From an optimization exercise on the open Yosys and OpenROAD flow, aimed at small area and a short achievable clock period; shortcuts taken in it are not production practice.
Only simulation tests tie the RTL to the original design; equivalence was not proved.

`flow/design.v`:
```
module fixed_point_alu (
    input clk,
    input rst,
    input [1:0] op,           
    input signed [15:0] a,    
    input signed [15:0] b,    
    output reg signed [23:0] out,   
    output reg overflow       
);
    localparam Q8_MAX_POS = 16'sh7FFF;    
    localparam Q8_MAX_NEG = 16'sh8000;    
    localparam Q16_MAX_POS = 24'sh7FFFFF;  
    localparam Q16_MAX_NEG = 24'sh800000;  
    reg signed [31:0] mul_result;   
    reg signed [23:0] add_sub_result;
    always @(posedge clk or posedge rst) begin
        if (rst) begin
            out <= 0;
            overflow <= 0;
        end else begin
            case (op)
                2'b00: begin
                    add_sub_result = a + b;
                    if ((a > 0 && b > 0 && add_sub_result < 0) || 
                        (a < 0 && b < 0 && add_sub_result > 0)) begin
                        overflow <= 1;
                        out <= (a[15] == 1) ? Q16_MAX_NEG : Q16_MAX_POS;
                    end else begin
                        overflow <= 0;
                        out <= { {8{add_sub_result[15]}}, add_sub_result };  
                    end
                end
                2'b01: begin
                    add_sub_result = a - b;
                    if ((a > 0 && b < 0 && add_sub_result < 0) || 
                        (a < 0 && b > 0 && add_sub_result > 0)) begin
                        overflow <= 1;
                        out <= (a[15] == 1) ? Q16_MAX_NEG : Q16_MAX_POS;
                    end else begin
                        overflow <= 0;
                        out <= { {8{add_sub_result[15]}}, add_sub_result };  
                    end
                end
               2'b10: begin
    mul_result = a * b;   
    if ($signed(mul_result[31:8]) > $signed(Q16_MAX_POS)) begin
        overflow <= 1;
        out <= Q16_MAX_POS;
    end else if ($signed(mul_result[31:8]) < $signed(Q16_MAX_NEG)) begin
        overflow <= 1;
        out <= Q16_MAX_NEG;
    end else begin
        overflow <= 0;
        out <= mul_result[31:8];   
    end
end
                2'b11: begin
                    if (b == 0) begin   
                        overflow <= 1;
                        out <= (a[15] == 1) ? Q16_MAX_NEG : Q16_MAX_POS;
                    end else begin
                        out <= (a << 8) / b;
                        overflow <= 0;
                    end
                end
                default: begin
                    out <= 0;
                    overflow <= 0;
                end
            endcase
        end
    end
endmodule
```
`flow/run.sh`:
```
#!/bin/bash
# synth_recipe.tcl (not shown) runs the flow's synth.tcl, then flattens the netlist and writes it again
# the make line also repeats each setting of config.mk as NAME=value (left out here)
make -C /OpenROAD-flow-scripts/flow DESIGN_CONFIG=/design/flow/config.mk WORK_HOME=/design/flow/orfs CLKGATE_MAP_FILE= SYNTH_SCRIPT=/design/flow/synth_recipe.tcl finish
```
`flow/config.mk`:
```
export PLATFORM = sky130hd
export DESIGN_NAME = fixed_point_alu
export DESIGN_NICKNAME = fixed_point_alu
export VERILOG_FILES = /design/flow/design.v
export SDC_FILE = /design/flow/constraint.sdc
export NUM_CORES = 4
export LEC_CHECK = 0
export CAP_MARGIN = 20
export CORE_MARGIN = 2
export CORE_UTILIZATION = 40
export SLEW_MARGIN = 20
```
`flow/constraint.sdc`:
```
create_clock -name core_clock -period 60.0 [get_ports {clk}]
set_input_delay 12.0000 -clock core_clock [delete_from_list [all_inputs] [get_ports {clk}]]
set_output_delay 12.0000 -clock core_clock [all_outputs]
set_load 0.01 [all_outputs]
```
==> run_summary.xml, run 1 <==
<?xml version="1.0" encoding="UTF-8"?>
<metrics>
  <group name="sta">
    <metric name="max_slew_vio_count" unit="">0</metric>
    <metric name="min_tclk_post_route" unit="ns">58.13</metric>
    <metric name="worst_slew_pin_slew" unit="ns">0.977</metric>
    <metric name="fmax" unit="MHz">17.2</metric>
    <metric name="fin_crit_sh" unit="%">96.9</metric>
    <metric name="report.final.hold_viol_count" unit="">0</metric>
    <metric name="fin_worst_hold_slack" unit="ns">12.07</metric>
    <metric name="sum_of_negative_setup_slack" unit="ns">0</metric>
    <metric name="finalSetupViolations" unit="">0</metric>
    <metric name="fin_ws" unit="ns">1.87</metric>
    <metric name="maxSlewHeadroom" unit="%">34.3</metric>
  </group>
  <group name="finish">
    <metric name="fillerInstances" unit="">7482</metric>
    <metric name="areaGrowthSynthToFinish" unit="%">16.8</metric>
    <metric name="drive_gt1_share" unit="%">14.7</metric>
    <metric name="layout.nets" unit="">4983</metric>
    <metric name="multiInputGateArea" unit="mm^2">0.0289</metric>
    <metric name="sequential_cell_area" unit="um^2">626</metric>
  </group>
  <group name="status">
    <metric name="run_status" unit="">finished clean</metric>
  </group>
  <group name="global_routing">
    <metric name="global_route_wire_length_before_repair" unit="mm">179</metric>
    <metric name="gr-total-overflow" unit="">0</metric>
    <metric name="grt_start_max_net_pins" unit="">41</metric>
    <metric name="grt_usage" unit="%">29.5</metric>
    <metric name="initial_antenna_violation_count" unit="">3</metric>
    <metric name="vias_in_the_first_global_route" unit="">30479</metric>
  </group>
  <group name="setup_path">
    <metric name="cp_common_cell" unit="">ha_1</metric>
    <metric name="timing.critical_path.arrival" unit="ns">58.27</metric>
    <metric name="crit_path_top_delay_cell" unit="">or4_4</metric>
    <metric name="timing.critical_path.fanout_max" unit="">14</metric>
    <metric name="critical-path-max-stage-delay" unit="ns">0.60</metric>
    <metric name="critPathRequiredTime" unit="ns">60.15</metric>
    <metric name="criticalPathCategory" unit="">in -&gt; reg</metric>
    <metric name="worst_setup_path_end_kind" unit="">register</metric>
    <metric name="start_kind" unit="">input port</metric>
  </group>
  <group name="clock_network">
    <metric name="clock_tree_from_tritoncts" unit="">yes</metric>
    <metric name="htree_levels" unit="">1</metric>
    <metric name="inserted_clock_buffers" unit="">3</metric>
    <metric name="cts-hold-fix-buffers" unit="">0</metric>
    <metric name="clk_root_buffer_cell" unit="">clkbuf_16</metric>
    <metric name="worst_setup_hold_path_clk_slew" unit="ns">0.10</metric>
    <metric name="clkSinkCount" unit="">25</metric>
    <metric name="clockBufferDepth" unit="">2</metric>
  </group>
  <group name="yosys">
    <metric name="ranking_of_synthesized_cells_by_area" unit="">fa_1, ha_1, xnor2_1</metric>
    <metric name="post_synth.cell_area_avg" unit="um^2">7.49</metric>
    <metric name="synth-seq-cells" unit="">25</metric>
    <metric name="synth.top_cell.area_share" unit="%">17.5</metric>
    <metric name="number_of_enable_type_register_cells_in_the_synthesized_netlist" unit="">0</metric>
    <metric name="postSynth.topFlopCell" unit="">dfrtp_1</metric>
    <metric name="synth_area_leader_cell" unit="">fa_1</metric>
    <metric name="synth_sequential_area_ratio" unit="%">2.07</metric>
    <metric name="syn_inst" unit="">4031</metric>
    <metric name="ys_types" unit="">107</metric>
    <metric name="synthesis_warning_total" unit="">1</metric>
    <metric name="post_synth_instance_area" unit="mm^2">0.0302</metric>
    <metric name="ys_async_sr_fraction" unit="%">100</metric>
  </group>
  <group name="hold_path">
    <metric name="hold_class" unit="">in -&gt; async</metric>
  </group>
  <group name="route">
    <metric name="drtPass1Iterations" unit="">6</metric>
    <metric name="viasPerCell" unit="">5.98</metric>
    <metric name="drt_drc_violations_left" unit="">0</metric>
    <metric name="detail_route.wl_per_cell" unit="um">22.6</metric>
    <metric name="postRouteAntennaNets" unit="">0</metric>
    <metric name="route.vias.total" unit="">31369</metric>
    <metric name="finalWirelength" unit="mm">119</metric>
    <metric name="detailedRoute.firstIterationViolations" unit="">2759</metric>
  </group>
  <group name="flow_run">
    <metric name="drv_cap" unit="">0</metric>
  </group>
  <group name="die">
    <metric name="coreArea" unit="mm^2">0.0746</metric>
    <metric name="die_h" unit="um">279</metric>
    <metric name="design.portCount" unit="">61</metric>
    <metric name="design.die.area" unit="mm^2">0.0777</metric>
    <metric name="die_w" unit="um">279</metric>
    <metric name="placement_rows" unit="">100</metric>
    <metric name="initial_core_util" unit="%">40.5</metric>
  </group>
  <group name="placed_design">
    <metric name="detailed_place_hpwl" unit="mm">94.5</metric>
    <metric name="post_place_worst_slack" unit="ns">-2.30</metric>
    <metric name="gpl.final_weighted_congestion" unit="">1.01</metric>
    <metric name="numPortBuffers" unit="">60</metric>
  </group>
</metrics>
[through the flow]
step	std cells	util [%]	instance area (um^2)
finish	5245	47.3	35300
global route	5244	47.3	35300
CTS	5188	45.4	33800
detailed placement	5182	45.0	33500
global placement	5182	45.0	33500
floorplan	4066	-	30400
[cell families (layout without fill, tap and decap cells)]
| group | after synthesis | after routing | synth area share, % |
|---|---|---|---|
| adders and majority gates | 671 | 671 | 34.4 |
| other | 1 | 37 | 0.0124 |
| xor gates and xnor gates | 279 | 279 | 8.11 |
| DFF | 25 | 25 | 2.07 |
| AOI/OAI and AO/OA | 1116 | 1117 | 25.4 |
| muxes | 63 | 63 | 2.24 |
| and+or+nand+nor | 1326 | 1327 | 20.8 |
| buffers and inverters | 550 | 757 | 7.00 |
[layout by cell type, fill, tap and decap left out, types with 83 or more instances in the layout]
| cell | Yosys | routed |
|---|---|---|
| nand2_1 | 436 | 429 |
| inv_1 | 393 | 393 |
| ha_1 | 407 | 390 |
| nor2_1 | 331 | 319 |
| buf_4 | 4 | 281 |
| fa_1 | 264 | 264 |
| a21oi_1 | 241 | 221 |
| xnor2_1 | 195 | 184 |
| o21ai_0 | 194 | 173 |
| a21o_1 | 117 | 116 |
| nor3_1 | 94 | 84 |
| xor2_1 | 83 | 83 |
[final cells by class]
| class | instances | area share [%] |
|---|---|---|
| Sequential cell | 25 | 1.77 |
| Clock buffer | 3 | 0.213 |
| Timing Repair Buffer | 358 | 8.31 |
| Tap cell | 969 | 3.44 |
| Inverter | 395 | 4.21 |
| Clock inverter | 1 | 0.0213 |
| Multi-Input combinational cell | 3493 | 82.0 |
| Antenna cell | 1 | 0.00709 |
[cell usage after synthesis (all sizes together), types with 38 or more instances]
cell type / instances
a211oi: 38
a21o: 117
a21oi: 242
a31oi: 52
and2: 73
buf: 44
clkbuf: 111
fa: 264
ha: 407
inv: 393
nand2: 438
nand2b: 45
nand3: 86
nand4: 43
nor2: 336
nor3: 96
o211ai: 47
o21a: 86
o21ai: 205
o31ai: 49
or3: 43
xnor2: 195
xor2: 84
[state kept, by name (all words and copies together) (netlist names)]
name / cells
out: 24
overflow: 1
[worst max-delay path: cells and delay by family]
family | cells | cell delay (ns)
AND/OR/NAND/NOR | 53 | 10.76
AO/OA/AOI/OAI | 110 | 22.30
multiplexers | 6 | 1.80
adder cells (fa/ha/maj) | 24 | 6.96
XOR/XNOR | 2 | 0.42
buffers and inverters | 23 | 3.93
[routing by layer]
metal | part of all wire, % | vias up | GRT usage, %
met1 | 42 | 15127 | 37.7
met3 | 6.8 | 310 | 4.16
met4 | 5.1 | 2 | 11.7
li1 | - | 14733 | -
met5 | 0.011 | - | 0
met2 | 46 | 1197 | 50.1
[worst paths after layout]
path / slack [ns] / end / start
hold / removal: 12.07 / out[7] / rst
min in group core_clock: 12.58 / overflow / op[1]
setup / recovery: 1.87 / out[4] / a[10]
max in group asynchronous: 47.52 / overflow / rst
[what timing repair did]
| item | in CTS | in global routing |
|---|---|---|
| pin swaps | 4 | 75 |
| buffers inserted | 2 | 53 |
| cloned | 0 | 3 |
| resized for setup | 45 | 209 |
| setup endpoints to repair | 24 | 24 |
==> run 2, diff against run 1 <==
==> flow/design.v (replaced) <==
module fixed_point_alu (
    input clk,
    input rst,
    input [1:0] op,
    input signed [15:0] a,
    input signed [15:0] b,
    output signed [23:0] out,
    output overflow
);
    localparam K = 12;    
    wire [16:0] sum  = {a[15], a} + {b[15], b};
    wire [16:0] diff = {a[15], a} - {b[15], b};
    wire signed [31:0] prod = a * b;
    wire [15:0] na = a[15] ? -a : a;    
    wire [15:0] nb = b[15] ? -b : b;    
    wire [23:0] N = {na, 8'd0};
    wire [14:0] r [0:24];
    wire [23:0] q1;
    assign r[24] = 15'd0;
    genvar j;
    generate
        for (j = 23; j >= 24 - K; j = j - 1) begin : row1
            localparam integer WP = (24 - j) < 16 ? (24 - j) : 16;
            localparam integer WR = (24 - j) < 15 ? (24 - j) : 15;
            wire [WP-1:0] p;
            if (WP == 1) begin : p1
                assign p = N[j];
            end else begin : pn
                assign p = {r[j+1][WP-2:0], N[j]};
            end
            wire [WP:0] t = {1'b0, p} - {1'b0, nb[WP-1:0]};
            wire hi_zero;
            if (WP < 16) begin : hz
                assign hi_zero = ~|nb[15:WP];
            end else begin : hz1
                assign hi_zero = 1'b1;
            end
            assign q1[j] = hi_zero & ~t[WP];
            wire [WP-1:0] rn = q1[j] ? t[WP-1:0] : p;
            if (WR < 15) begin : rz
                assign r[j] = {{(15-WR){1'b0}}, rn[WR-1:0]};
            end else begin : rf
                assign r[j] = rn[14:0];
            end
        end
    endgenerate
    reg [1:0]  op_r;
    reg [23:0] res_r;       
    reg [15:0] d_r;         
    reg [15-K:0] n_r;       
    reg [14:0] rem_r;       
    reg sgn_r, neg_r, bz_r;
    always @(posedge clk or posedge rst) begin
        if (rst) begin
            op_r <= 2'd0;
            res_r <= 24'd0;
        end else begin
            op_r <= op;
            case (op)
                2'b00: res_r <= {{7{sum[16]}}, sum};
                2'b01: res_r <= {{7{diff[16]}}, diff};
                2'b10: res_r <= prod[31:8];
                default: res_r <= {q1[23:24-K], {(24-K){1'b0}}};
            endcase
        end
    end
    always @(posedge clk) begin
        d_r <= nb;
        n_r <= na[15-K:0];
        rem_r <= r[24-K];
        sgn_r <= a[15] ^ b[15];
        neg_r <= a[15];
        bz_r <= (b == 16'd0);
    end
    wire [14:0] s [0:24];
    wire [23:0] q;
    assign q[23:24-K] = res_r[23:24-K];
    assign s[24-K] = rem_r;
    wire [23:0] N2 = {{K{1'b0}}, n_r, 8'd0};
    generate
        for (j = 23 - K; j >= 0; j = j - 1) begin : row2
            localparam integer WP = (24 - j) < 16 ? (24 - j) : 16;
            localparam integer WR = (24 - j) < 15 ? (24 - j) : 15;
            wire [WP-1:0] p = {s[j+1][WP-2:0], N2[j]};
            wire [WP:0] t = {1'b0, p} - {1'b0, d_r[WP-1:0]};
            wire hi_zero;
            if (WP < 16) begin : hz
                assign hi_zero = ~|d_r[15:WP];
            end else begin : hz1
                assign hi_zero = 1'b1;
            end
            assign q[j] = hi_zero & ~t[WP];
            wire [WP-1:0] rn = q[j] ? t[WP-1:0] : p;
            if (WR < 15) begin : rz
                assign s[j] = {{(15-WR){1'b0}}, rn[WR-1:0]};
            end else begin : rf
                assign s[j] = rn[14:0];
            end
        end
    endgenerate
    wire [23:0] qs = sgn_r ? -q : q;
    wire div = (op_r == 2'b11);
    assign out = !div ? res_r : bz_r ? (neg_r ? 24'h800000 : 24'h7FFFFF) : qs;
    assign overflow = div & bz_r;
endmodule
--- a/flow/config.mk
+++ b/flow/config.mk
@@ -5,6 +5,7 @@
 export SDC_FILE = /design/flow/constraint.sdc
 export NUM_CORES = 4
 export LEC_CHECK = 0
+export ABC_AREA = 1
 export CAP_MARGIN = 20
 export CORE_MARGIN = 2
 export CORE_UTILIZATION = 40
==> run_summary.xml, run 2 <==
<?xml version="1.0" encoding="UTF-8"?>
<metrics>
  <group name="sta">
    <metric name="max_slew_vio_count" unit="">0</metric>
    <metric name="sum_of_negative_setup_slack" unit="ns">0</metric>
    <metric name="worst_slew_pin_slew" unit="ns">0.970</metric>
    <metric name="maxSlewHeadroom" unit="%">35.2</metric>
    <metric name="fin_crit_sh" unit="%">69.3</metric>
    <metric name="report.final.hold_viol_count" unit="">0</metric>
    <metric name="rsz_0062_raised_after_global_routing" unit="">false</metric>
    <metric name="min_tclk_post_route" unit="ns">41.59</metric>
    <metric name="finalSetupViolations" unit="">0</metric>
    <metric name="fmax" unit="MHz">24.0</metric>
    <metric name="fin_ws" unit="ns">18.41</metric>
  </group>
  <group name="clock_network">
    <metric name="clkSinkCount" unit="">61</metric>
    <metric name="post_cts_setup_inserts" unit="">0</metric>
    <metric name="inserted_clock_buffers" unit="">9</metric>
    <metric name="cts-hold-fix-buffers" unit="">0</metric>
    <metric name="clockBufferDepth" unit="">2</metric>
    <metric name="worst_setup_hold_path_clk_slew" unit="ns">0.06</metric>
    <metric name="post_cts.resized_instances" unit="">0</metric>
    <metric name="clk_root_buffer_cell" unit="">clkbuf_16</metric>
    <metric name="clock_tree_from_tritoncts" unit="">yes</metric>
    <metric name="htree_levels" unit="">3</metric>
  </group>
  <group name="finish">
    <metric name="final_cell_mix" unit="">nand2_1, inv_1, ha_1, a21oi_1, fa_1</metric>
    <metric name="drive_gt1_share" unit="%">6.20</metric>
    <metric name="final_core_utilization" unit="%">43.1</metric>
    <metric name="flip_flop_count_of_the_largest_register_all_copies_and_words_added" unit="">24</metric>
    <metric name="layout.nets" unit="">4744</metric>
    <metric name="insertedDiodeCount" unit="">0</metric>
    <metric name="areaGrowthSynthToFinish" unit="%">6.52</metric>
    <metric name="largest-register" unit="">res_r</metric>
    <metric name="layout_top_registers" unit="">res_r x24, d_r x16, rem_r x12</metric>
    <metric name="layout_commonest_cell" unit="">nand2_1</metric>
  </group>
  <group name="status">
    <metric name="run_status" unit="">finished clean</metric>
  </group>
  <group name="global_routing">
    <metric name="grt_usage" unit="%">23.9</metric>
    <metric name="gr-total-overflow" unit="">0</metric>
    <metric name="vias_in_the_first_global_route" unit="">25351</metric>
    <metric name="global_route_wire_length_before_repair" unit="mm">136</metric>
    <metric name="initial_antenna_violation_count" unit="">2</metric>
    <metric name="grt_start_max_net_pins" unit="">38</metric>
  </group>
  <group name="yosys">
    <metric name="syn_inst" unit="">4065</metric>
    <metric name="ys_async_sr_fraction" unit="%">42.6</metric>
    <metric name="ys_types" unit="">69</metric>
    <metric name="synth_sequential_area_ratio" unit="%">4.86</metric>
    <metric name="post_synth_instance_area" unit="mm^2">0.0278</metric>
    <metric name="synth-seq-cells" unit="">61</metric>
    <metric name="synth.top_cell.area_share" unit="%">20.1</metric>
    <metric name="synth_area_leader_cell" unit="">fa_1</metric>
    <metric name="postSynth.topFlopCell" unit="">dfxtp_1</metric>
    <metric name="post_synth.cell_area_avg" unit="um^2">6.83</metric>
    <metric name="post-synth-top-count-cell" unit="">nand2_1</metric>
    <metric name="ranking_of_synthesized_cells_by_area" unit="">fa_1, ha_1, nand2_1</metric>
    <metric name="synth_top_cells_by_count" unit="">nand2_1, inv_1, ha_1, a21oi_1, fa_1</metric>
    <metric name="number_of_enable_type_register_cells_in_the_synthesized_netlist" unit="">0</metric>
    <metric name="synthesis_warning_total" unit="">1</metric>
  </group>
  <group name="die">
    <metric name="coreArea" unit="mm^2">0.0687</metric>
    <metric name="die_w" unit="um">268</metric>
    <metric name="design.portCount" unit="">61</metric>
    <metric name="design.die.area" unit="mm^2">0.0716</metric>
    <metric name="die_h" unit="um">268</metric>
    <metric name="placement_rows" unit="">96</metric>
    <metric name="initial_core_util" unit="%">40.4</metric>
  </group>
  <group name="route">
    <metric name="drt_drc_violations_left" unit="">0</metric>
    <metric name="finalWirelength" unit="mm">83.8</metric>
    <metric name="postRouteAntennaNets" unit="">0</metric>
    <metric name="drtPass1Iterations" unit="">5</metric>
    <metric name="viasPerCell" unit="">5.17</metric>
    <metric name="route.vias.total" unit="">25834</metric>
    <metric name="detailedRoute.firstIterationViolations" unit="">1769</metric>
    <metric name="detail_route.wl_per_cell" unit="um">16.8</metric>
  </group>
  <group name="setup_path">
    <metric name="start_kind" unit="">register</metric>
    <metric name="timing.critical_path.arrival" unit="ns">29.59</metric>
    <metric name="criticalPathCategory" unit="">reg -&gt; out</metric>
    <metric name="path_buf_inv" unit="">18</metric>
    <metric name="cp_common_cell" unit="">nand2_1</metric>
    <metric name="critical-path-max-stage-delay" unit="ns">0.73</metric>
    <metric name="crit_path_top_delay_cell" unit="">and2_1</metric>
    <metric name="timing.critical_path.fanout_max" unit="">29</metric>
    <metric name="worst_setup_path_end_kind" unit="">primary output</metric>
    <metric name="cp_top_family" unit="">simple AND/OR/NAND/NOR gates</metric>
    <metric name="critPathRequiredTime" unit="ns">48.00</metric>
  </group>
  <group name="hold_path">
    <metric name="hold_class" unit="">in -&gt; reg</metric>
  </group>
  <group name="placed_design">
    <metric name="numPortBuffers" unit="">60</metric>
    <metric name="gpl.final_weighted_congestion" unit="">0.943</metric>
    <metric name="detailed_place_hpwl" unit="mm">67.3</metric>
    <metric name="post_place_worst_slack" unit="ns">18.84</metric>
  </group>
  <group name="flow_run">
    <metric name="drv_cap" unit="">0</metric>
  </group>
</metrics>
## run 2: layout make-up
type                    instances  area (um^2)
clock buffers                   9          225
repair buffers                107          948
fillers                      7248        39100
flip-flops and latches         61         1350
multi-input cells            3127        23000
inverters                     754         2830
clock inverters                 7         80.1
well taps                     931         1160
## run 2: worst paths after layout
path	end	startpoint	cells past startpoint	slack, ns
hold / removal	d_r[0]	b[0]	2	12.24
max in group asynchronous	res_r[16]	rst	2	47.06
setup / recovery	out[14]	d_r[1]	142	18.41
min in group asynchronous	res_r[10]	rst	2	12.34
## run 2: metrics by stage
stage               instance area, um^2  hold slack, ns  cells
floorplan                         27800           12.03   4065
detailed placement                29300           12.56   4980
finish                            29600           12.24   4996
global route                      29600           12.24   4996
global placement                  29300           12.57   4980
CTS                               29600           12.21   4996
## run 2: per-layer routing
layer  GRT usage [%]  vias up  share of wire [%]
li1                -    12965                  -
met5               0        -             0.0084
met1            33.6    12097                 47
met2            40.0      676                 46
met4            5.07        2                2.1
met3            1.78       94                5.6
## run 2: cells by family after synthesis
| kind of cell | share of synthesized area (%) |
|---|---|
| adders and majority gates | 36.7 |
| muxes | 0.0721 |
| DFF | 4.86 |
| and+or+nand+nor | 24.9 |
| AOI/OAI and AO/OA | 15.4 |
| buffers and inverters | 12.4 |
| xor gates and xnor gates | 5.67 |

==> port drivers added, routing unchanged <==
The flow's constraints put no driver on any port. The routed layouts listed below were extracted and timed again, unchanged, in two steps. Step 1 sets driving cells, clkbuf_16 on the clock port and buf_2 on the other inputs (assumed; they add their load-dependent delay and slew). Step 2 times the ports against the registers' clock, not the clock port: input delays grow and output delays shrink by t, the midpoint of the rising clock arrivals with the driver on. Slacks: ideal / step 1 / step 2; pairs: ideal / step 1.
| run | t (ns) | setup slack, ns | worst data-port slew with drivers (ns) |
|---|---|---|---|
| run 1 | 0.353 | 1.873 / 1.905 / 1.552 | 0.16 |
| run 2 | 0.370 | 18.409 / 18.367 / 18.738 | 0.04 |
After both steps every run listed still meets setup and hold. For run 1, which loses most, drivers alone change the setup slack by +0.032 ns; drivers and shift together by -0.321 ns.
